Context: an optimization exercise on an open-source flow, tuned for small area. The choices shown serve that exercise and are no tape-out recipe.
Function was checked by simulation only, so behaviour that the tests miss may differ from the original.
Power and IR drop assume default switching activity. No driver is modelled on the clock port, so clocking that relies on it looks cheaper here than on a real chip.

### design/flow/flow/run.sh
#!/bin/bash
set -euo pipefail
rm -rf myscripts
cp -r "$FLOW_HOME/scripts" myscripts
cp flow/abc_area_only.script myscripts/abc_speed.script
bash standard.sh SCRIPTS_DIR="$PWD/myscripts" synth > synth.log 2>&1
bash standard.sh CTS_ARGS="-sink_clustering_enable -repair_clock_nets -sink_clustering_size 20 -sink_clustering_max_diameter 60 -buf_list sky130_fd_sc_hd__clkbuf_4 -root_buf sky130_fd_sc_hd__clkbuf_4 -sink_clustering_buffer sky130_fd_sc_hd__clkbuf_8" > layout.log 2>&1
### design/flow/flow/abc_area_only.script
&get -n
&st
&dch -f
&nf -a
&put
strash
&get -n
&st
&dch -f
&nf -a
&put
topo
### design/flow/standard.sh
#!/bin/bash
# synth_recipe.tcl (not shown) runs the flow's synth.tcl, then flattens the netlist and writes it again
# the make line also repeats each setting of config.mk as NAME=value (left out here)
make -C /OpenROAD-flow-scripts/flow DESIGN_CONFIG=/design/flow/config.mk WORK_HOME=/design/flow/orfs CLKGATE_MAP_FILE= SYNTH_SCRIPT=/design/flow/synth_recipe.tcl "${@:-finish}"
### design/flow/config.mk
export PLATFORM = sky130hd
export DESIGN_NAME = top
export DESIGN_NICKNAME = top
export VERILOG_FILES = /design/flow/design.v
export SDC_FILE = /design/flow/constraint.sdc
export NUM_CORES = 4
export LEC_CHECK = 0
export CAP_MARGIN = 0
export CORE_MARGIN = 2
export CORE_UTILIZATION = 60
export CTS_BUF_LIST = sky130_fd_sc_hd__clkbuf_8
export CTS_CLUSTER_DIAMETER = 60
export CTS_CLUSTER_SIZE = 20
export PLACE_DENSITY = 0.75
export SLEW_MARGIN = 0
### design/flow/constraint.sdc
create_clock -name core_clock -period 10.0 [get_ports {clk}]
set_input_delay 2.0000 -clock core_clock [delete_from_list [all_inputs] [get_ports {clk}]]
set_output_delay 2.0000 -clock core_clock [all_outputs]
set_load 0.01 [all_outputs]
### design/flow/design.v
`timescale 1ns / 1ps
module top (
    input  wire clk,
    input  wire reset,
    input  wire rx,
    output wire tx
);
    reg [2:0] ph;      
    reg [1:0] x;       
    reg [2:0] q;       
    reg [4:0] s;       
    wire wend = (ph == 3'd7);
    wire tick = wend & (x == 2'd3) & (q == 3'd4);    
    always @(posedge clk) begin
        ph <= ph + 3'd1;
        s  <= {s[3:0], (s[4] ^ s[2]) | (s == 5'd0)};
        x <= x + {1'b0, wend};
        q <= {q[1:0], ~q[2] & ~q[1]};
    end
    reg  [247:0] rf;
    wire tap = rf[247];
    wire lin;
    always @(posedge clk) rf <= {rf[246:0], lin};
    reg       inframe;
    reg [4:0] ib;            
    wire rxd = tick & inframe;
    always @(posedge clk) begin
        if (reset) begin
            inframe <= 1'b0;
            ib      <= 5'd0;
        end else begin
            ib <= ib + {4'd0, rxd};
            if (tick) begin
                if (!inframe) begin
                    if (!rx) inframe <= 1'b1;
                end else if (ib[2:0] == 3'd7) begin
                    inframe <= 1'b0;
                end
            end
        end
    end
    reg [15:0] sr;
    wire [4:0] rd  = sr[4:0];
    wire [2:0] f3  = sr[7:5];
    wire [7:0] imm = sr[15:8];
    wire [4:0] rs2 = sr[12:8];
    reg [1:0] cls;
    wire opc_hit = (sr[10:9] == 2'b11) & (sr[12:11] == 2'b00) & sr[13] & ~sr[15];
    always @(posedge clk) begin
        if (rxd && ib == 5'd7)
            cls <= {opc_hit & sr[14], opc_hit};
        else if (rxd && cls[1] && ib[4] && ib[3] && ib[2:0] != 3'd0 && (rx ^ (ib[2:0] == 3'd6)))
            cls[0] <= 1'b0;
    end
    wire is_r = cls[1];
    wire is_i = (cls == 2'b01);
    wire f7s  = cls[0];
    wire ev27 = rxd & (ib == 5'd27);
    wire rs1_bit = (ib >= 5'd15) & (ib <= 5'd19);
    wire rs1_put = (ib >= 5'd16) & (ib <= 5'd20) & (ph == ib[2:0]);
    wire ev31 = rxd & (ib == 5'd31);
    localparam S_IDLE = 5'd0,  S_LAW = 5'd1,  S_LAD = 5'd2,  S_LBW = 5'd3,
               S_LBD  = 5'd4,  S_WT  = 5'd5,  S_EX0 = 5'd6,
               S_TW1  = 5'd14, S_TW2 = 5'd15, S_TST = 5'd16;
    reg [4:0] st;
    wire rs2z = (rs2 == 5'd0);
    wire wen  = (cls != 2'b00) & (rd != 5'd0);
    wire d_w   = st[4] & ~st[0] & (st[3] | st[2] | st[1]);
    wire d_s   = st[4] & st[0];
    wire twait = d_w | (st == S_TW1) | (st == S_TW2) | (st == S_TST);
    reg adv;
    always @* begin
        case (st)
            S_IDLE:  adv = ev27;
            S_LAW:   adv = rs1z | (s == rs1);
            S_LBW:   adv = is_i | rs2z | (s == rs2);
            S_WT:    adv = ev31;
            default: adv = ~twait | tick;
        endcase
    end
    always @(posedge clk) begin
        if (reset)
            st <= S_IDLE;
        else if (wend)
            st <= st + {4'd0, adv};
    end
    reg wr_act;
    always @(posedge clk)
        if (wend)
            wr_act <= (st == S_TW1 || st == S_TW2 || st == S_TST) && !tick && wen && (s == rd);
    reg  [7:0] acc;           
    reg        cy;
    wire a  = acc[7];
    wire b  = sr[8];
    wire shift = is_r & (f3 == 3'b101);
    wire sub   = is_r & (f3 == 3'b000) & f7s;
    wire sra   = shift & f7s;
    wire logic_op = (cls != 2'b00) & f3[2] & (f3[1] | ~f3[0]);
    wire bb  = b ^ sub;
    wire cin = ~logic_op & ((ph == 3'd0) ? sub : cy);
    wire sum = a ^ bb ^ cin;
    wire co  = (a & bb) | (a & cin) | (bb & cin);
    wire res  = shift ? a : (logic_op & f3[1]) ? (f3[0] ? co : (sum | co)) : sum;
    wire [2:0] shamt = (sra && imm[7:3] != 5'd0) ? 3'b111 : imm[2:0];
    wire fill = sra & a;            
    reg txr;
    always @(posedge clk) begin
        if (reset)
            txr <= 1'b1;
        else if (tick)
            txr <= (st == S_TW2) ? 1'b0 : (d_w || st == S_TST) ? acc[6] : 1'b1;
    end
    assign tx = txr;
    wire [2:0] k = st[2:0];
    wire k_lt = (~k[2] & shamt[2]) |
                ((k[2] ~^ shamt[2]) & ((~k[1] & shamt[1]) | ((k[1] ~^ shamt[1]) & ~k[0] & shamt[0])));
    wire sh_pass = shift & ~st[4] &
                   ((st[3] & ~(st[2] & st[1]) & k_lt) | ((st[3:0] == 4'd7) & (shamt == 3'd7)));
    reg ain;
    always @* begin
        ain = a;
        if (rs1_put)
            ain = cy;
        else if (st == S_LAD)
            ain = tap & ~cy;
        else if (st == S_EX0)
            ain = res;
        else if (sh_pass || d_s)
            ain = wend ? fill : acc[6];
    end
    wire [4:0] rs1 = {acc[2], acc[3], acc[4], acc[5], acc[6]};    
    wire rs1z = (rs1 == 5'd0);
    always @(posedge clk) begin
        acc <= {acc[6:0], ain};
        if (rxd && rs1_bit) cy <= rx;
        else if (st == S_LAW) cy <= rs1z;      
        else if (st == S_LBW) cy <= rs2z;      
        else if (st == S_EX0) cy <= co;
    end
    wire sr_rx = rxd & (ib < 5'd28) & ~rs1_bit;
    always @(posedge clk) begin
        if (sr_rx)
            sr <= {rx, sr[15:1]};
        else if (st == S_LBD && !is_i)
            sr[15:8] <= {tap & ~cy, sr[15:9]};
        else if (st == S_EX0)
            sr[15:8] <= {sr[8], sr[15:9]};
    end
    assign lin = wr_act ? a : tap;
endmodule
==> qor.csv, run 1 <==
metric,value,unit
status,"complete, no violations",
worstPathRequired,8.00,ns
worstSetupPathType,flop to output pin,
grt-busiest-layer,met2,
rrSetupSlack,6.97,ns
cts_tree,done,
maxSlewHeadroom,62.0,%
fin_setup_tns,0,ns
placed_area,7620,um^2
worstSkewPairLatency,0.62,ns
drc_errors,0,
cp.arrival,1.50,ns
final_nets,532,
gp_congestion,0.874,
drive_gt1_share,5.16,%
muxShareOfSynthArea,0.557,%
netlist-cell-type-count,41,
synth_top_area_cell,dfxtp_1,
detail-route-antenna-nets,0,
clock-skew-final,0.0199,ns
worstMarginPinSlew,0.568,ns
min_path_type,flop to flop,
grt-ovfl-total,0,
cts.htree.levels,1,
io_buffers,3,
slowest_stage,clkdlybuf4s50_1,
setup_viol,0,
synth_warnings,1,
cts_setup_buffers,0,
core,12000,um^2
min_period,3.50,ns
whs,0.315,ns
hold_viol,0,
ios,4,
grtUsageMet1,23.0,%
maxCapViolCount,0,
r2r_cells,13,
powerDensity,221,nW/um^2
path_delay_family,buffers and inverters,
leakagePower,3.12,nW
grt_pass1_vias,3438,
crit_end,tx,
start_kind,flop,
worstSetupEndpointType,output pin,
netlist_area,7410,um^2
r2r_end,st[4],
cts_resized,0,
max_freq,286,MHz
maxSlewViolCount,0,
yosysSeqAreaShare,84.0,%
grt_max_degree,22,
rsz0062_at_grt,no,
grt.met2_usage,24.0,%
clkTransAtPathRegs,0.11,ns
track_usage,16.0,%
postSynth.asyncResetShare,0,%
synth_area_leaders,"dfxtp_1 (76%), edfxtp_1 (8.1%), xor2_1 (1.8%), ha_1 (1.7%), nor2_1 (1.2%)",
cp_cell_sequence,clkdlybuf4s50_1,
yosys.area.top_type_share,75.9,%
postSynthAreaPerCell,15.0,um^2
layout_commonest_cell,dfxtp_1,
viasPerCell,5.03,
grt_use_met3,3.69,%
synth_top_family_by_area,simple AND/OR/NAND/NOR gates,
detail_route.wl_per_cell,14.8,um
fp.dieW,115,um
antenna_found_initial,0,
rows,40,
wl,9.92,mm
cp_num_buf_inv,1,
cts_hold_buf,0,
dr.pass1.iters,4,
synth-compound-area-share,4.04,%
syn_to_final_growth,7.31,%
die_area,13300,um^2
drtIter0Drc,186,
num_antenna_cells,0,
die_h,115,um
crit_path_max_incr_delay,0.53,ns
critPathMaxFanout,2,
start_util,61.7,%
synth_xor_area_share,2.25,%
post-dp-hpwl,6.11,mm
synth_edf_count,20,
design_area,7950,um^2
vias,3372,
r2r_start,ph[1],
cts_buffer_depth,3,
hold_path_depth,0,
worstSetupStartpoint,txr,
path_depth,1,
synth_cells,493,
ys_ff_latch,301,
cts_sinks,301,
clock-root-buffer,clkbuf_4,
synth_adder_area_share,1.96,%
post-route-period-util,35.0,%
synth-simple-area-share,6.52,%
synthFlopType,dfxtp_1,
grt_pass1_wl,16.8,mm
irDropWorstVdd,0.164,mV
cts_buffers,20,
final_cell_mix,"dfxtp_1 (281), nor2_1 (23), edfxtp_1 (20), nand2_1 (18), clkbuf_8 (17)",
synth_nets,507,
-- state kept, by name, summed over array words and instances (netlist names) --
signal	count
s	5
rf	248
cls	2
ib	5
inframe	1
wr_act	1
x	2
cy	1
st	5
q	3
ph	3
sr	16
txr	1
acc	8
-- stage by stage --
stage | power [mW] | worst slack [ns] | std cells | utilization, %
6_report | 1.76 | 6.50 | 670 | 66.2
5_1_grt | 1.82 | 6.41 | 670 | 66.2
4_1_cts | 1.78 | 6.44 | 670 | 66.2
3_5_place_dp | 1.26 | 6.81 | 643 | 63.5
3_3_place_gp | 1.26 | 6.82 | 643 | 63.5
2_1_floorplan | 1.25 | 7.23 | 493 | -
-- power by group --
group	switching, mW	internal, mW
Clock	0.343	0.188
Combinational	0.00347	0.00351
Sequential	0.00340	1.22
-- kinds of logic (layout without fill, tap and decap cells) --
kind of cell / count (synthesis) / in the layout
buffers and inverters: 13 / 43
AOI/OAI and AO/OA: 48 / 48
and+or+nand+nor: 97 / 97
DFF: 301 / 301
xor gates and xnor gates: 19 / 19
adders and majority gates: 11 / 11
muxes: 4 / 4
-- metal layers --
layer  share of wire, %  up-vias
li1                   -     1701
met1                 51     1593
met2                 43       57
met3                4.2       21
met4                2.7        0
met5                  0        -
-- area by class of cell --
type                       instances  area [um^2]
sequential                       301         6230
clock inverter                     5         56.3
timing repair buffer               3         30.0
tap                              147          184
fill                             851         4060
clock buffer                      22          272
inverter                          13         48.8
multi-input combinational        179         1130
-- synthesized netlist by cell type (2+ instances only) --
library cell	number
nand3_1	11
a311oi_1	2
or3_1	3
xor2_1	15
nand2b_1	3
a21oi_1	13
and2_0	3
clkinv_1	13
dfxtp_1	281
ha_1	10
nand2_1	18
nor4_1	5
or2_0	2
xnor2_1	4
nor2_1	23
o22ai_1	5
edfxtp_1	20
nor3_1	14
and3_1	2
mux2i_1	3
nand4_1	3
or4_1	2
nor2b_1	5
o21ai_0	13
a31oi_1	4
-- worst min-delay path by stage --
stage,from,end,slack [ns]
after floorplan,acc[0],acc[1],0.31
after global placement,rf[238],rf[239],0.31
after detailed placement,rf[9],rf[10],0.31
after CTS,rf[59],rf[60],0.32
after global routing,rf[59],rf[60],0.32
final,rf[59],rf[60],0.32
==> run 2, diff against run 1 <==
==> design/flow/flow/run.sh (replaced) <==
#!/bin/bash
set -euo pipefail
rm -rf myscripts
cp -r "$FLOW_HOME/scripts" myscripts
cp flow/abc_area_only.script myscripts/abc_speed.script
bash standard.sh SCRIPTS_DIR="$PWD/myscripts" synth > synth.log 2>&1
bash standard.sh CTS_ARGS="-sink_clustering_enable -repair_clock_nets -sink_clustering_size 20 -sink_clustering_max_diameter 60 -buf_list sky130_fd_sc_hd__clkbuf_4 -root_buf sky130_fd_sc_hd__clkbuf_4 -sink_clustering_buffer sky130_fd_sc_hd__clkbuf_8 -dont_use_dummy_load" > layout.log 2>&1
==> qor.csv, run 2 <==
metric,value,unit
gp_congestion,0.874,
path_delay_family,buffers and inverters,
cts_resized,0,
worstSetupEndpointType,output pin,
antenna_found_initial,0,
cts_setup_buffers,0,
p_int,1.39,mW
yosysSeqAreaShare,84.0,%
maxCapViolCount,0,
cts_buffers,20,
p_comb_share,0.4,%
grt_pass1_wl,16.8,mm
layout_commonest_cell,dfxtp_1,
worstSetupPathType,flop to output pin,
p_seq_share,71.6,%
top_regs,"rf x248, sr x16, acc x8",
clock-skew-final,0.0785,ns
p_clk_share,28.0,%
cts_sinks,301,
cp.arrival,1.46,ns
grt_pass1_vias,3436,
cts_hold_buf,0,
postSynthAreaPerCell,15.0,um^2
top_register,rf,
crit_path_max_incr_delay,0.53,ns
yosys.cell_count.top_type,dfxtp_1,
netlist_area,7410,um^2
leakagePower,3.09,nW
cts.htree.levels,1,
detail_route.wl_per_cell,15.0,um
grt_max_degree,21,
viasPerCell,5.08,
ys_top_cells_by_count,"dfxtp_1 (281), nor2_1 (23), edfxtp_1 (20)",
vias,3367,
postSynth.asyncResetShare,0,%
worstMarginPinSlew,0.614,ns
yosys.area.top_type_share,75.9,%
rrSetupSlack,6.93,ns
io_buffers,3,
maxSlewViolCount,0,
final_cell_mix,"dfxtp_1 (281), nor2_1 (23), edfxtp_1 (20), nand2_1 (18), clkbuf_8 (17)",
drive_gt1_share,3.88,%
cp_cell_sequence,clkdlybuf4s50_1,
synthFlopType,dfxtp_1,
track_usage,16.0,%
start_kind,flop,
clkTransAtPathRegs,0.11,ns
switchingPower,319,uW
r2r_start,ph[1],
cp_num_buf_inv,1,
irDropWorstVdd,0.164,mV
setup_viol,0,
drc_errors,0,
slowest_stage,clkdlybuf4s50_1,
maxSlewHeadroom,59.0,%
min_path_type,flop to flop,
synth_cells,493,
start_util,61.7,%
hp-start,rf[59],
clock-root-buffer,clkbuf_4,
synth_area_leaders,"dfxtp_1 (76%), edfxtp_1 (8.1%), xor2_1 (1.8%), ha_1 (1.7%), nor2_1 (1.2%)",
syn_to_final_growth,6.35,%
cts_tree,done,
post-route-period-util,34.6,%
synth_warnings,1,
synth_edf_count,20,
fin_setup_tns,0,ns
synth_top_area_cell,dfxtp_1,
final_nets,532,
die_h,115,um
die_area,13300,um^2
critPathMaxFanout,2,
fin_ws,6.54,ns
worstSetupStartpoint,txr,
fp.dieW,115,um
ios,4,
powerDensity,217,nW/um^2
dr.pass1.iters,4,
rows,40,
synth_nets,507,
worstSkewPairLatency,0.62,ns
max_freq,289,MHz
detail-route-antenna-nets,0,
post-dp-hpwl,6.11,mm
grt-ovfl-total,0,
cts_buffer_depth,3,
num_antenna_cells,0,
worstPathRequired,8.00,ns
netSwitchingFraction,18.7,%
largest_reg_flops,248,
drtIter0Drc,143,
dp_slack,6.81,ns
ys_ff_latch,301,
rsz0062_at_grt,no,
hold_viol,0,
min_period,3.46,ns
status,"complete, no violations",
netlist-cell-type-count,41,
wl,9.95,mm
fillers,859,
core,12000,um^2
==> run 2: cell counts after synthesis <==
Identical to the previous run, type by type.
==> run 2: per-layer routing <==
layer	track usage, %	vias to the layer above	wire length (um)
met5	0	-	0
met4	6.18	0	240
met3	3.69	19	388
met2	24.0	54	4290
met1	23.0	1605	5030
li1	-	1689	-
==> run 2: through the flow <==
step / hold WS, ns / cells / power (mW) / area (um^2) / utilization, %
floorplan: 0.310 / 493 / 1.25 / 7410 / -
global placement: 0.311 / 643 / 1.26 / 7620 / 63.5
detailed placement: 0.312 / 643 / 1.26 / 7620 / 63.5
CTS: 0.278 / 663 / 1.73 / 7880 / 65.6
global route: 0.280 / 663 / 1.77 / 7880 / 65.6
finish: 0.274 / 663 / 1.71 / 7880 / 65.6
==> run 2: final timing paths <==
kind	end	cells after the start
worst max-delay path	tx	1
worst min-delay path	rf[60]	0
worst max register to register	st[4]	13
worst min register to register	rf[60]	0
==> run 2: power by group through the flow <==
stage               Sequential, mW  Combinational, mW  Clock (mW)
detailed placement            1.25            0.00687           0
finish                        1.22            0.00700       0.478
global placement              1.25            0.00676           0
CTS                           1.22            0.00695       0.498
floorplan                     1.25            0.00377           0
global route                  1.22            0.00791       0.539
==> run 2: cell type report <==
cell class / count / area, um^2 / area share [%]
flip-flops and latches: 301 / 6230 / 79.0
clock buffers: 20 / 256 / 3.26
well taps: 147 / 184 / 2.33
multi-input cells: 179 / 1130 / 14.4
repair buffers: 3 / 30.0 / 0.381
inverters: 13 / 48.8 / 0.619
==> run 2: cell families (layout without fill, tap and decap cells) <==
| kind of cell | Yosys count | after routing | synth area share, % |
|---|---|---|---|
| compound gates | 48 | 48 | 4.04 |
| simple gates | 97 | 97 | 6.52 |
| xor+xnor | 19 | 19 | 2.25 |
| fa+ha+maj | 11 | 11 | 1.96 |
| buf+inv | 13 | 36 | 0.659 |
| flops | 301 | 301 | 84.0 |
| mux | 4 | 4 | 0.557 |
==> run 3, diff against run 2 <==
==> design/flow/flow/run.sh (replaced) <==
#!/bin/bash
set -euo pipefail
rm -rf myscripts
cp -r "$FLOW_HOME/scripts" myscripts
cp flow/abc_area_only.script myscripts/abc_speed.script
bash standard.sh SCRIPTS_DIR="$PWD/myscripts" synth > synth.log 2>&1
bash standard.sh CTS_ARGS="-sink_clustering_enable -repair_clock_nets -sink_clustering_size 36 -sink_clustering_max_diameter 90 -buf_list sky130_fd_sc_hd__clkbuf_4 -root_buf sky130_fd_sc_hd__clkbuf_4 -sink_clustering_buffer sky130_fd_sc_hd__clkbuf_16 -dont_use_dummy_load" > layout.log 2>&1
==> qor.csv, run 3 <==
metric,value,unit
status,"complete, no violations",
worstSetupEndpointType,output pin,
ys_top_cells_by_count,"dfxtp_1 (281), nor2_1 (23), edfxtp_1 (20)",
powerDensity,217,nW/um^2
cp_num_buf_inv,1,
cts_sinks,301,
worstMarginPinSlew,0.630,ns
rows,40,
setup_viol,0,
grt-ovfl-total,0,
antenna_found_initial,0,
dr.pass1.iters,4,
fillers,859,
ys_ff_latch,301,
syn_to_final_growth,6.23,%
drive_gt1_share,2.36,%
worstSkewPairLatency,0.58,ns
yosys.cell_count.top_type,dfxtp_1,
fin_setup_tns,0,ns
crit_path_max_incr_delay,0.53,ns
cp_cell_sequence,clkdlybuf4s50_1,
io_buffers,3,
postSynth.asyncResetShare,0,%
cp.arrival,1.44,ns
top_register,rf,
grt_pass1_vias,3419,
cts_buffers,12,
min_to,rf[76],
rrSetupSlack,6.93,ns
clock-skew-final,0.0331,ns
detail_route.wl_per_cell,15.1,um
num_antenna_cells,0,
post-dp-hpwl,6.11,mm
die_area,13300,um^2
yosysSeqAreaShare,84.0,%
cts.htree.levels,1,
post-route-period-util,34.4,%
synth_cells,493,
synth_nets,507,
cts_resized,0,
slowest_stage,clkdlybuf4s50_1,
wl,9.87,mm
routed.top_layer,met4,
maxCapViolCount,0,
netlist-cell-type-count,41,
wl_met1,5.10,mm
r2r_cells,13,
worstPathRequired,8.00,ns
start_kind,flop,
min_period,3.44,ns
leakagePower,3.08,nW
rsz0062_at_grt,no,
synth_top_area_cell,dfxtp_1,
wl_met3,290,um
place_inst,643,
hp-start,rf[75],
wl_met2,4.22,mm
hold_path_depth,0,
critPathMaxFanout,2,
maxSlewViolCount,0,
irDropWorstVdd,0.192,mV
track_usage,16.0,%
yosys.area.top_type_share,75.9,%
top_regs,"rf x248, sr x16, acc x8",
r2r_start,ph[1],
largest_reg_flops,248,
grt_max_degree,37,
maxSlewHeadroom,57.9,%
clock-root-buffer,clkbuf_4,
detail-route-antenna-nets,0,
grt_pass1_wl,16.8,mm
start_util,61.7,%
path_delay_family,buffers and inverters,
final_nets,524,
synth_warnings,1,
viasPerCell,5.09,
cts_tree,done,
fin_total_pwr,1.71,mW
design_area,7870,um^2
fin_cells,655,
r2r_end,st[4],
clkTransAtPathRegs,0.12,ns
core,12000,um^2
vias,3331,
final_cell_mix,"dfxtp_1 (281), nor2_1 (23), edfxtp_1 (20), nand2_1 (18), xor2_1 (15)",
placed_area,7620,um^2
layout_commonest_cell,dfxtp_1,
die_h,115,um
worstSetupPathType,flop to output pin,
drtIter0Drc,202,
synth_edf_count,20,
cts_setup_buffers,0,
drc_errors,0,
ios,4,
max_freq,290,MHz
netlist_area,7410,um^2
cts_hold_buf,0,
fp.dieW,115,um
synth_area_leaders,"dfxtp_1 (76%), edfxtp_1 (8.1%), xor2_1 (1.8%), ha_1 (1.7%), nor2_1 (1.2%)",
min_path_type,flop to flop,
gp_congestion,0.874,
cts_buffer_depth,3,
synthFlopType,dfxtp_1,
hold_viol,0,
postSynthAreaPerCell,15.0,um^2
run 3: cell type report:
type / instances / area (um^2) / area share, %
Multi-Input combinational cell: 179 / 1130 / 14.4
Sequential cell: 301 / 6230 / 79.1
Clock buffer: 12 / 248 / 3.15
Timing Repair Buffer: 3 / 30.0 / 0.381
Inverter: 13 / 48.8 / 0.620
Tap cell: 147 / 184 / 2.34
run 3: how the worst max path moves through the flow:
stage	start	end	slack, ns	cells past startpoint
after floorplan	sr[11]	acc[0]	7.23	11
after global placement	rx	cls[0]	6.82	4
after detailed placement	rx	cls[0]	6.81	4
after CTS	txr	tx	6.53	1
after global routing	txr	tx	6.49	1
final	txr	tx	6.56	1
run 3: kinds of logic after synthesis:
kind of cell / share of synthesized area [%]
buf+inv: 0.659
mux: 0.557
xor+xnor: 2.25
compound gates: 4.04
simple gates: 6.52
flops: 84.0
fa+ha+maj: 1.96
run 3: report_power, final:
| group | internal, mW | switching [mW] |
|---|---|---|
| Combinational | 0.00351 | 0.00349 |
| Sequential | 1.22 | 0.00346 |
| Clock | 0.177 | 0.305 |
| Total | 1.40 | 0.312 |
run 3: per-stage QoR:
stage / utilization [%] / setup slack, ns / hold slack (ns)
2_1_floorplan: - / 7.23 / 0.310
3_3_place_gp: 63.5 / 6.82 / 0.311
3_5_place_dp: 63.5 / 6.81 / 0.312
4_1_cts: 65.5 / 6.53 / 0.304
5_1_grt: 65.5 / 6.49 / 0.303
6_report: 65.5 / 6.56 / 0.299
run 3: per-layer routing:
layer | vias to the layer above | track usage, %
met5 | - | 0
met4 | 0 | 5.46
met3 | 20 | 3.06
met2 | 43 | 24.4
met1 | 1587 | 23.2
li1 | 1681 | -
==> run 4, diff against run 3 <==
==> design/flow/flow/run.sh (replaced) <==
#!/bin/bash
set -euo pipefail
rm -rf myscripts
cp -r "$FLOW_HOME/scripts" myscripts
cp flow/abc_area_only.script myscripts/abc_speed.script
bash standard.sh SCRIPTS_DIR="$PWD/myscripts" synth > synth.log 2>&1
bash standard.sh CTS_ARGS="-sink_clustering_enable -repair_clock_nets -sink_clustering_size 23 -sink_clustering_max_diameter 55 -buf_list sky130_fd_sc_hd__clkbuf_4 -root_buf sky130_fd_sc_hd__clkbuf_4 -sink_clustering_buffer sky130_fd_sc_hd__clkbuf_8 -dont_use_dummy_load" BUFFER_PORTS_ARGS="-buffer_cell sky130_fd_sc_hd__buf_1" > layout.log 2>&1
==> qor.csv, run 4 <==
metric,value,unit
cts.htree.levels,1,
hp-start,acc[0],
fp.dieW,115,um
worstSetupEndpointType,output pin,
synth_nets,507,
path_depth,1,
synth_edf_count,20,
worstPathRequired,8.00,ns
rows,40,
hold_path_depth,0,
rrSetupSlack,7.00,ns
yosysSeqAreaShare,84.0,%
detail-route-antenna-nets,0,
r2r_cells,13,
top_register,rf,
post-route-period-util,31.2,%
crit_end,tx,
cp_num_buf_inv,1,
grt_pass1_vias,3319,
cp_cell_sequence,buf_1,
synth_top_area_cell,dfxtp_1,
synthFlopType,dfxtp_1,
final_cell_mix,"dfxtp_1 (281), nor2_1 (23), edfxtp_1 (20), nand2_1 (18)",
num_antenna_cells,0,
rsz0062_at_grt,no,
status,"complete, no violations",
netlist_area,7410,um^2
switchingPower,313,uW
cts_tree,done,
postSynth.asyncResetShare,0,%
clock-skew-final,0.104,ns
fin_setup_tns,0,ns
grt_max_degree,24,
yosys.area.top_type_share,75.9,%
die_area,13300,um^2
layout_commonest_cell,dfxtp_1,
clkTransAtPathRegs,0.12,ns
cts_buffer_depth,3,
critPathMaxFanout,2,
fin_total_pwr,1.68,mW
netlist-cell-type-count,41,
io_buffers,3,
worstSetupPathType,flop to output pin,
cts_resized,0,
postSynthAreaPerCell,15.0,um^2
start_util,61.7,%
maxSlewHeadroom,64.8,%
drtIter0Drc,244,
ys_top_cells_by_count,"dfxtp_1 (281), nor2_1 (23), edfxtp_1 (20)",
p_clk_share,27.0,%
antenna_found_initial,0,
r2r_start,ph[1],
setup_viol,0,
ios,4,
drive_gt1_share,3.50,%
drc_errors,0,
viasPerCell,5.01,
fillers,880,
clock-root-buffer,clkbuf_4,
p_int,1.37,mW
detail_route.wl_per_cell,14.2,um
vias,3313,
core,12000,um^2
irDropWorstVdd,0.173,mV
start_kind,flop,
top_regs,"rf x248, sr x16, acc x8",
worstSkewPairLatency,0.61,ns
largest_reg_flops,248,
max_freq,321,MHz
synth_cells,493,
wl,9.37,mm
maxSlewViolCount,0,
p_seq_share,72.6,%
gp_congestion,0.882,
min_path_type,flop to flop,
cts_setup_buffers,0,
r2r_end,st[4],
synth_warnings,1,
powerDensity,215,nW/um^2
cts_sinks,301,
slowest_stage,dfxtp_1,
cp.arrival,1.12,ns
p_comb_share,0.4,%
track_usage,15.0,%
crit_path_max_incr_delay,0.35,ns
cts_hold_buf,0,
path_delay_family,flip-flops,
yosys.cell_count.top_type,dfxtp_1,
min_period,3.12,ns
netSwitchingFraction,18.6,%
worstMarginPinSlew,0.527,ns
grt-ovfl-total,0,
worstSetupStartpoint,txr,
leakagePower,3.06,nW
grt_pass1_wl,15.8,mm
maxCapViolCount,0,
dr.pass1.iters,5,
syn_to_final_growth,5.72,%
die_h,115,um
synth_area_leaders,"dfxtp_1 (76%), edfxtp_1 (8.1%), xor2_1 (1.8%), ha_1 (1.7%), nor2_1 (1.2%)",
post-dp-hpwl,5.84,mm
hold_viol,0,
ys_ff_latch,301,
final_nets,530,
cts_buffers,18,
[run 4: worst min-delay path by stage]
| stage | end |
|---|---|
| 6_report | acc[1] |
| 5_1_grt | rf[227] |
| 4_1_cts | acc[1] |
| 3_5_place_dp | rf[54] |
| 3_3_place_gp | rf[126] |
| 2_1_floorplan | acc[1] |
[run 4: cell type report]
cell class / instances / area, um^2 / share of cell area, %
sequential: 301 / 6230 / 79.5
clock buffer: 18 / 229 / 2.92
tap: 147 / 184 / 2.35
inverter: 13 / 48.8 / 0.623
multi-input combinational: 179 / 1130 / 14.5
timing repair buffer: 3 / 11.3 / 0.144
[run 4: power by group through the flow]
stage,Sequential (mW),Combinational [mW],Clock [mW]
after floorplan,1.25,0.00377,0
after global placement,1.25,0.00616,0
after detailed placement,1.25,0.00635,0
after CTS,1.22,0.00643,0.471
after global routing,1.22,0.00718,0.510
final,1.22,0.00633,0.455
[run 4: logic make-up after synthesis]
| group | after synthesis | share of synthesized area [%] |
|---|---|---|
| and+or+nand+nor | 97 | 6.52 |
| muxes | 4 | 0.557 |
| adders and majority gates | 11 | 1.96 |
| buffers and inverters | 13 | 0.659 |
| AOI/OAI and AO/OA | 48 | 4.04 |
| xor gates and xnor gates | 19 | 2.25 |
| DFF | 301 | 84.0 |
[run 4: per-layer routing]
metal | vias up | share of wire, % | track usage (%) | routed length (um)
li1 | 1686 | - | - | -
met1 | 1535 | 52 | 22.4 | 4890
met2 | 71 | 41 | 21.6 | 3820
met3 | 21 | 4.3 | 3.11 | 401
met4 | 0 | 2.8 | 5.62 | 258
met5 | - | 0 | 0 | 0
[run 4: through the flow]
step	hold WS [ns]	cells	utilization [%]	instance area, um^2	worst slack [ns]
CTS	0.294	661	65.2	7830	6.82
global route	0.293	661	65.2	7830	6.65
global placement	0.313	643	63.3	7600	7.15
detailed placement	0.312	643	63.3	7600	7.02
finish	0.300	661	65.2	7830	6.88
floorplan	0.310	493	-	7410	7.23
==> run 5, diff against run 4 <==
==> design/flow/flow/run.sh (replaced) <==
#!/bin/bash
set -euo pipefail
rm -rf myscripts
cp -r "$FLOW_HOME/scripts" myscripts
cp flow/abc_area_only.script myscripts/abc_speed.script
bash standard.sh SCRIPTS_DIR="$PWD/myscripts" synth > synth.log 2>&1
bash standard.sh CTS_ARGS="-sink_clustering_enable -repair_clock_nets -sink_clustering_size 24 -sink_clustering_max_diameter 40 -buf_list sky130_fd_sc_hd__clkbuf_4 -root_buf sky130_fd_sc_hd__clkbuf_4 -sink_clustering_buffer sky130_fd_sc_hd__clkbuf_8 -dont_use_dummy_load" BUFFER_PORTS_ARGS="-buffer_cell sky130_fd_sc_hd__buf_1" > layout.log 2>&1
==> qor.csv, run 5 <==
metric,value,unit
antenna_found_initial,0,
rsz0062_at_grt,no,
gp_congestion,0.882,
max_freq,319,MHz
post-dp-hpwl,5.84,mm
clock-root-buffer,clkbuf_4,
synth_cells,493,
synth_area_leaders,"dfxtp_1 (76%), edfxtp_1 (8.1%), xor2_1 (1.8%), ha_1 (1.7%), nor2_1 (1.2%)",
die_h,115,um
yosysSeqAreaShare,84.0,%
post-route-util,66.1,%
final_cell_mix,"dfxtp_1 (281), nor2_1 (23), clkbuf_8 (23), edfxtp_1 (20), nand2_1 (18)",
syn_to_final_growth,7.21,%
cts_buffers,26,
cts.htree.levels,1,
synth_warnings,1,
cts_sinks,301,
grt-ovfl-total,0,
largest_reg_flops,248,
maxSlewViolCount,0,
cts_tree,done,
viasPerCell,5.02,
final_nets,538,
wl,9.55,mm
ys_top_cells_by_count,"dfxtp_1 (281), nor2_1 (23), edfxtp_1 (20)",
crit_path_max_incr_delay,0.33,ns
cp_num_buf_inv,1,
slowest_stage,dfxtp_1,
synth_nets,507,
clkTransAtPathRegs,0.11,ns
cts_resized,0,
drive_gt1_share,4.98,%
netlist-cell-type-count,41,
netlist_area,7410,um^2
vias,3358,
synth_top_area_cell,dfxtp_1,
cp.arrival,1.14,ns
ios,4,
worstSkewPairLatency,0.66,ns
fin_setup_tns,0,ns
worstSetupPathType,flop to output pin,
cp_cell_sequence,buf_1,
setup_viol,0,
hold_viol,0,
detail_route.wl_per_cell,14.3,um
die_area,13300,um^2
synth_edf_count,20,
fp.dieW,115,um
track_usage,15.4,%
post-route-period-util,31.4,%
worstMarginPinSlew,0.548,ns
clock-skew-final,0.0726,ns
design_area,7940,um^2
cts_buffer_depth,3,
drc_errors,0,
synthFlopType,dfxtp_1,
rows,40,
core,12000,um^2
postSynth.asyncResetShare,0,%
start_util,61.7,%
ys_ff_latch,301,
cts_hold_buf,0,
critPathMaxFanout,2,
leakagePower,3.12,nW
path_delay_family,flip-flops,
placed_area,7600,um^2
layout_commonest_cell,dfxtp_1,
place_inst,643,
status,"complete, no violations",
detail-route-antenna-nets,0,
maxSlewHeadroom,63.5,%
dr.pass1.iters,4,
top_register,rf,
grt_pass1_vias,3369,
worstPathRequired,8.00,ns
drtIter0Drc,215,
yosys.cell_count.top_type,dfxtp_1,
yosys.area.top_type_share,75.9,%
min_period,3.14,ns
postSynthAreaPerCell,15.0,um^2
cts_setup_buffers,0,
min_path_type,flop to flop,
num_antenna_cells,0,
fin_cells,669,
io_buffers,3,
grt_pass1_wl,16.2,mm
maxCapViolCount,0,
start_kind,flop,
powerDensity,223,nW/um^2
irDropWorstVdd,0.175,mV
grt_max_degree,25,
top_regs,"rf x248, sr x16, acc x8",
worstSetupEndpointType,output pin,
[run 5: worst paths after layout]
| kind | cells past startpoint | from | end | slack [ns] |
|---|---|---|---|---|
| worst max-delay path | 1 | txr | tx | 6.86 |
| worst min register to register | 0 | rf[234] | rf[235] | 0.27 |
| worst min-delay path | 0 | rf[234] | rf[235] | 0.27 |
| worst max register to register | 13 | ph[1] | st[4] | 7.01 |
[run 5: kinds of logic (layout without fill, tap and decap cells)]
kind of cell	count (synthesis)	in the layout	synth area share [%]
AO/OA/AOI/OAI	48	48	4.04
XOR/XNOR	19	19	2.25
adder cells (fa/ha/maj)	11	11	1.96
buffers and inverters	13	42	0.659
flip-flops	301	301	84.0
multiplexers	4	4	0.557
AND/OR/NAND/NOR	97	97	6.52
[run 5: stage by stage]
step	hold WS, ns	total power, mW	setup slack [ns]
4_1_cts	0.264	1.79	6.80
5_1_grt	0.249	1.84	6.69
3_5_place_dp	0.312	1.26	7.02
3_3_place_gp	0.313	1.25	7.15
6_report	0.267	1.77	6.86
2_1_floorplan	0.310	1.25	7.23
[run 5: layout make-up]
type | instances | area [um^2]
Sequential cell | 301 | 6230
Fill cell | 865 | 4070
Multi-Input combinational cell | 179 | 1130
Clock buffer | 26 | 339
Tap cell | 147 | 184
Inverter | 13 | 48.8
Timing Repair Buffer | 3 | 11.3
[run 5: where the power goes]
part | switching [mW] | internal (mW) | total [mW]
Clock | 0.326 | 0.215 | 0.541
Combinational | 0.00354 | 0.00279 | 0.00632
Sequential | 0.00329 | 1.22 | 1.22
Total | 0.333 | 1.44 | 1.77
[run 5: per-layer routing]
metal / routed length, um / global-route usage (%) / vias up
met5: 0 / 0 / -
met4: 278 / 5.86 / 0
met3: 443 / 4.38 / 22
met2: 3820 / 21.5 / 70
met1: 5000 / 23.1 / 1568
li1: - / - / 1698
==> run 6, diff against run 5 <==
==> design/flow/flow/run.sh (replaced) <==
#!/bin/bash
set -euo pipefail
rm -rf myscripts
cp -r "$FLOW_HOME/scripts" myscripts
cp flow/abc_area_only.script myscripts/abc_speed.script
bash standard.sh SCRIPTS_DIR="$PWD/myscripts" synth > synth.log 2>&1
bash standard.sh CTS_ARGS="-sink_clustering_enable -repair_clock_nets -sink_clustering_size 22 -sink_clustering_max_diameter 60 -buf_list sky130_fd_sc_hd__clkbuf_4 -root_buf sky130_fd_sc_hd__clkbuf_4 -sink_clustering_buffer sky130_fd_sc_hd__clkbuf_8 -dont_use_dummy_load" BUFFER_PORTS_ARGS="-buffer_cell sky130_fd_sc_hd__buf_1" > layout.log 2>&1
==> qor.csv, run 6 <==
metric,value,unit
worstPathRequired,8.00,ns
multi_input_area,1130,um^2
ios,4,
leakagePower,3.06,nW
detail_route.wl_per_cell,14.2,um
cts_buffers,18,
grt_pass1_vias,3324,
layout_commonest_cell,dfxtp_1,
fin_ws,6.94,ns
syn_to_final_growth,5.72,%
io_buffers,3,
antenna_found_initial,0,
fin_setup_tns,0,ns
postSynth.asyncResetShare,0,%
hold_viol,0,
place_inst,643,
post-route-util,65.2,%
grt_pass1_wl,15.9,mm
netlist_area,7410,um^2
synth_edf_count,20,
worstSetupEndpointType,output pin,
fp.dieW,115,um
final_cell_mix,"dfxtp_1 (281), nor2_1 (23), edfxtp_1 (20), nand2_1 (18)",
crit_path_max_incr_delay,0.34,ns
whs,0.304,ns
start_kind,flop,
start_util,61.7,%
cts_sinks,301,
design_area,7830,um^2
synth_warnings,1,
rows,40,
fin_cells,661,
path_delay_family,flip-flops,
die_area,13300,um^2
worstSkewPairLatency,0.60,ns
cts_buffer_depth,3,
critPathMaxFanout,2,
yosysSeqAreaShare,84.0,%
slowest_stage,dfxtp_1,
grt_max_degree,23,
final_nets,530,
irDropWorstVdd,0.148,mV
synthFlopType,dfxtp_1,
register_area,6230,um^2
cts_tree,done,
grt-ovfl-total,0,
maxCapViolCount,0,
fillers,888,
top_register,rf,
synth_top_area_cell,dfxtp_1,
ys_ff_latch,301,
synth_area_leaders,"dfxtp_1 (76%), edfxtp_1 (8.1%), xor2_1 (1.8%), ha_1 (1.7%), nor2_1 (1.2%)",
cts_hold_buf,0,
clock-skew-final,0.0707,ns
worstSetupPathType,flop to output pin,
post-route-period-util,30.6,%
placed_area,7600,um^2
yosys.area.top_type_share,75.9,%
synth_cells,493,
ys_top_cells_by_count,"dfxtp_1 (281), nor2_1 (23), edfxtp_1 (20)",
num_antenna_cells,0,
setup_viol,0,
detail-route-antenna-nets,0,
rsz0062_at_grt,no,
fin_total_pwr,1.68,mW
dr.pass1.iters,5,
yosys.cell_count.top_type,dfxtp_1,
largest_reg_flops,248,
min_path_type,flop to flop,
post-dp-hpwl,5.84,mm
wl,9.35,mm
gp_congestion,0.882,
min_period,3.06,ns
postSynthAreaPerCell,15.0,um^2
cts.htree.levels,1,
maxSlewViolCount,0,
cts_setup_buffers,0,
netlist-cell-type-count,41,
cts_resized,0,
clkTransAtPathRegs,0.12,ns
worstMarginPinSlew,0.558,ns
dp_slack,7.02,ns
die_h,115,um
drc_errors,0,
synth_nets,507,
viasPerCell,5.06,
vias,3346,
track_usage,15.0,%
top_regs,"rf x248, sr x16, acc x8",
cp_cell_sequence,buf_1,
max_freq,327,MHz
cp_num_buf_inv,1,
status,"complete, no violations",
powerDensity,215,nW/um^2
cp.arrival,1.06,ns
clock-root-buffer,clkbuf_4,
drtIter0Drc,237,
drive_gt1_share,3.50,%
core,12000,um^2
maxSlewHeadroom,62.8,%
run 6: where the power goes:
part / switching (mW) / internal (mW) / total [mW]
clock network: 0.307 / 0.149 / 0.456
registers: 0.00331 / 1.22 / 1.22
logic: 0.00362 / 0.00279 / 0.00641
run 6: path summary, 6_finish.rpt:
| kind | startpoint | end | slack [ns] | cells after the start |
|---|---|---|---|---|
| worst max register to register | ph[1] | st[4] | 7.00 | 13 |
| worst min-delay path | rf[242] | rf[243] | 0.30 | 0 |
| worst max-delay path | txr | tx | 6.94 | 1 |
| worst min register to register | rf[242] | rf[243] | 0.30 | 0 |
run 6: kinds of logic after synthesis:
group,Yosys count,share of synthesized area [%]
and+or+nand+nor,97,6.52
buffers and inverters,13,0.659
xor gates and xnor gates,19,2.25
adders and majority gates,11,1.96
DFF,301,84.0
AOI/OAI and AO/OA,48,4.04
muxes,4,0.557
run 6: cell type report:
class	instances	share of cell area, %
multi-input combinational	179	14.5
tap	147	2.35
inverter	13	0.623
timing repair buffer	3	0.144
clock buffer	18	2.92
sequential	301	79.5
run 6: layer usage:
layer	share of wire (%)	GRT usage [%]	up-vias
li1	-	-	1682
met1	52	22.5	1559
met2	41	21.7	78
met3	4.5	3.11	27
met4	3.0	5.54	0
met5	0	0	-
==> run 7, diff against run 6 <==
==> design/flow/flow/run.sh (replaced) <==
#!/bin/bash
set -euo pipefail
rm -rf myscripts
cp -r "$FLOW_HOME/scripts" myscripts
cp flow/abc_area_only.script myscripts/abc_speed.script
bash standard.sh SCRIPTS_DIR="$PWD/myscripts" synth > synth.log 2>&1
bash standard.sh CTS_ARGS="-sink_clustering_enable -repair_clock_nets -sink_clustering_size 22 -sink_clustering_max_diameter 60 -buf_list sky130_fd_sc_hd__clkbuf_2 -root_buf sky130_fd_sc_hd__clkbuf_2 -sink_clustering_buffer sky130_fd_sc_hd__clkbuf_8 -dont_use_dummy_load" BUFFER_PORTS_ARGS="-buffer_cell sky130_fd_sc_hd__buf_1" > layout.log 2>&1
==> qor.csv, run 7 <==
metric,value,unit
worstSetupPathType,flop to output pin,
synth_top_area_cell,dfxtp_1,
grt_pass1_wl,15.9,mm
fin_total_pwr,1.68,mW
ys_ff_latch,301,
status,"complete, no violations",
maxCapViolCount,0,
critPathMaxFanout,2,
post-dp-hpwl,5.84,mm
post-route-period-util,31.6,%
yosys.cell_count.top_type,dfxtp_1,
worstMarginPinSlew,0.558,ns
hold_path_depth,0,
rrSetupSlack,6.99,ns
final_cell_mix,"dfxtp_1 (281), nor2_1 (23), edfxtp_1 (20), nand2_1 (18)",
drive_gt1_share,3.50,%
r2r_cells,13,
start_kind,flop,
netSwitchingFraction,18.7,%
hp-start,rf[242],
cts_buffers,18,
worstSkewPairLatency,0.70,ns
synth_nets,507,
fp.dieW,115,um
p_comb_share,0.4,%
switchingPower,314,uW
vias,3348,
netlist-cell-type-count,41,
crit_path_max_incr_delay,0.34,ns
fin_cells,661,
place_inst,643,
cts_setup_buffers,0,
r2r_start,ph[1],
core,12000,um^2
grt_pass1_vias,3324,
r2r_end,st[4],
viasPerCell,5.07,
min_path_type,flop to flop,
worstPathRequired,8.00,ns
top_register,rf,
detail_route.wl_per_cell,14.1,um
hold_viol,0,
netlist_area,7410,um^2
cts_sinks,301,
num_antenna_cells,0,
path_delay_family,flip-flops,
drc_errors,0,
rows,40,
layout_commonest_cell,dfxtp_1,
maxSlewViolCount,0,
synthFlopType,dfxtp_1,
wl,9.35,mm
largest_reg_flops,248,
leakagePower,3.06,nW
clkTransAtPathRegs,0.12,ns
cts.htree.levels,1,
synth_warnings,1,
drtIter0Drc,237,
synth_area_leaders,"dfxtp_1 (76%), edfxtp_1 (8.1%), xor2_1 (1.8%), ha_1 (1.7%), nor2_1 (1.2%)",
final_nets,530,
dr.pass1.iters,5,
synth_cells,493,
max_freq,316,MHz
p_int,1.36,mW
detail-route-antenna-nets,0,
die_h,115,um
setup_viol,0,
powerDensity,214,nW/um^2
top_regs,"rf x248, sr x16, acc x8",
grt_max_degree,23,
io_buffers,3,
grt-ovfl-total,0,
irDropWorstVdd,0.148,mV
track_usage,15.0,%
syn_to_final_growth,5.62,%
yosys.area.top_type_share,75.9,%
min_to,rf[243],
worstSetupEndpointType,output pin,
cp.arrival,1.16,ns
maxSlewHeadroom,62.8,%
cp_num_buf_inv,1,
cts_buffer_depth,3,
cts_tree,done,
slowest_stage,dfxtp_1,
cts_hold_buf,0,
die_area,13300,um^2
cp_cell_sequence,buf_1,
clock-skew-final,0.0980,ns
yosysSeqAreaShare,84.0,%
placed_area,7600,um^2
design_area,7830,um^2
ys_top_cells_by_count,"dfxtp_1 (281), nor2_1 (23), edfxtp_1 (20)",
rsz0062_at_grt,no,
clock-root-buffer,clkbuf_2,
gp_congestion,0.882,
synth_edf_count,20,
min_period,3.16,ns
ios,4,
start_util,61.7,%
cts_resized,0,
fin_setup_tns,0,ns
postSynth.asyncResetShare,0,%
p_seq_share,72.9,%
p_clk_share,26.7,%
postSynthAreaPerCell,15.0,um^2
antenna_found_initial,0,
[run 7: worst max path at each step]
| stage | slack (ns) | cells past startpoint | startpoint | endpoint |
|---|---|---|---|---|
| after floorplan | 7.23 | 11 | sr[11] | acc[0] |
| after global placement | 7.15 | 11 | sr[11] | acc[0] |
| after detailed placement | 7.02 | 13 | ph[0] | st[4] |
| after CTS | 6.75 | 1 | txr | tx |
| after global routing | 6.64 | 13 | ph[1] | st[4] |
| final | 6.84 | 1 | txr | tx |
[run 7: stage by stage]
| stage | hold slack (ns) | worst slack, ns | utilization, % |
|---|---|---|---|
| floorplan | 0.310 | 7.23 | - |
| global placement | 0.313 | 7.15 | 63.3 |
| detailed placement | 0.312 | 7.02 | 63.3 |
| CTS | 0.278 | 6.75 | 65.2 |
| global route | 0.281 | 6.64 | 65.2 |
| finish | 0.276 | 6.84 | 65.2 |
[run 7: power by group through the flow]
stage | Clock [mW] | Combinational, mW | Sequential [mW]
floorplan | 0 | 0.00377 | 1.25
global placement | 0 | 0.00616 | 1.25
detailed placement | 0 | 0.00635 | 1.25
CTS | 0.467 | 0.00643 | 1.22
global route | 0.505 | 0.00718 | 1.22
finish | 0.448 | 0.00641 | 1.22
[run 7: cell families after synthesis]
kind of cell,synth area share [%]
XOR/XNOR,2.25
AO/OA/AOI/OAI,4.04
adder cells (fa/ha/maj),1.96
flip-flops,84.0
buffers and inverters,0.659
AND/OR/NAND/NOR,6.52
multiplexers,0.557
[run 7: routing by layer]
metal	up-vias	track usage (%)	wire length, um
met5	-	0	0
met4	0	5.54	282
li1	1683	-	-
met2	73	21.7	3830
met3	27	3.11	396
met1	1565	22.5	4850
[run 7: layout make-up]
cell class	count	area (um^2)
Multi-Input combinational cell	179	1130
Tap cell	147	184
Inverter	13	48.8
Timing Repair Buffer	3	11.3
Clock buffer	18	221
Fill cell	890	4190
Sequential cell	301	6230

==> afterwards: timing with drivers on the ports <==
The results above use ideal ports. As a check the final layouts listed here were re-extracted and re-timed, cells and wires unchanged. Step 1 sets driving cells, clkbuf_16 on the clock port and buf_2 on the other inputs (assumed; they add their load-dependent delay and slew). Step 2 times the ports against the registers' clock, not the clock port: input delays grow and output delays shrink by t, the midpoint of the rising clock arrivals with the driver on. a / b / c = ideal ports / drivers / drivers and shift; a / b = the first two.
run | t (ns) | slack for setup (ns) | clock arrival spread, ns
run 1 | 0.643 | 6.502 / 6.471 / 6.811 | 0.020 / 0.020
run 2 | 0.613 | 6.536 / 6.506 / 6.766 | 0.079 / 0.079
run 3 | 0.592 | 6.555 / 6.525 / 6.823 | 0.036 / 0.036
run 4 | 0.585 | 6.885 / 6.853 / 6.996 | 0.104 / 0.105
run 5 | 0.670 | 6.861 / 6.829 / 7.012 | 0.103 / 0.103
run 6 | 0.596 | 6.941 / 6.910 / 6.999 | 0.073 / 0.073
run 7 | 0.685 | 6.836 / 6.806 / 6.992 | 0.100 / 0.100
After both steps setup and hold are still met in every run listed.
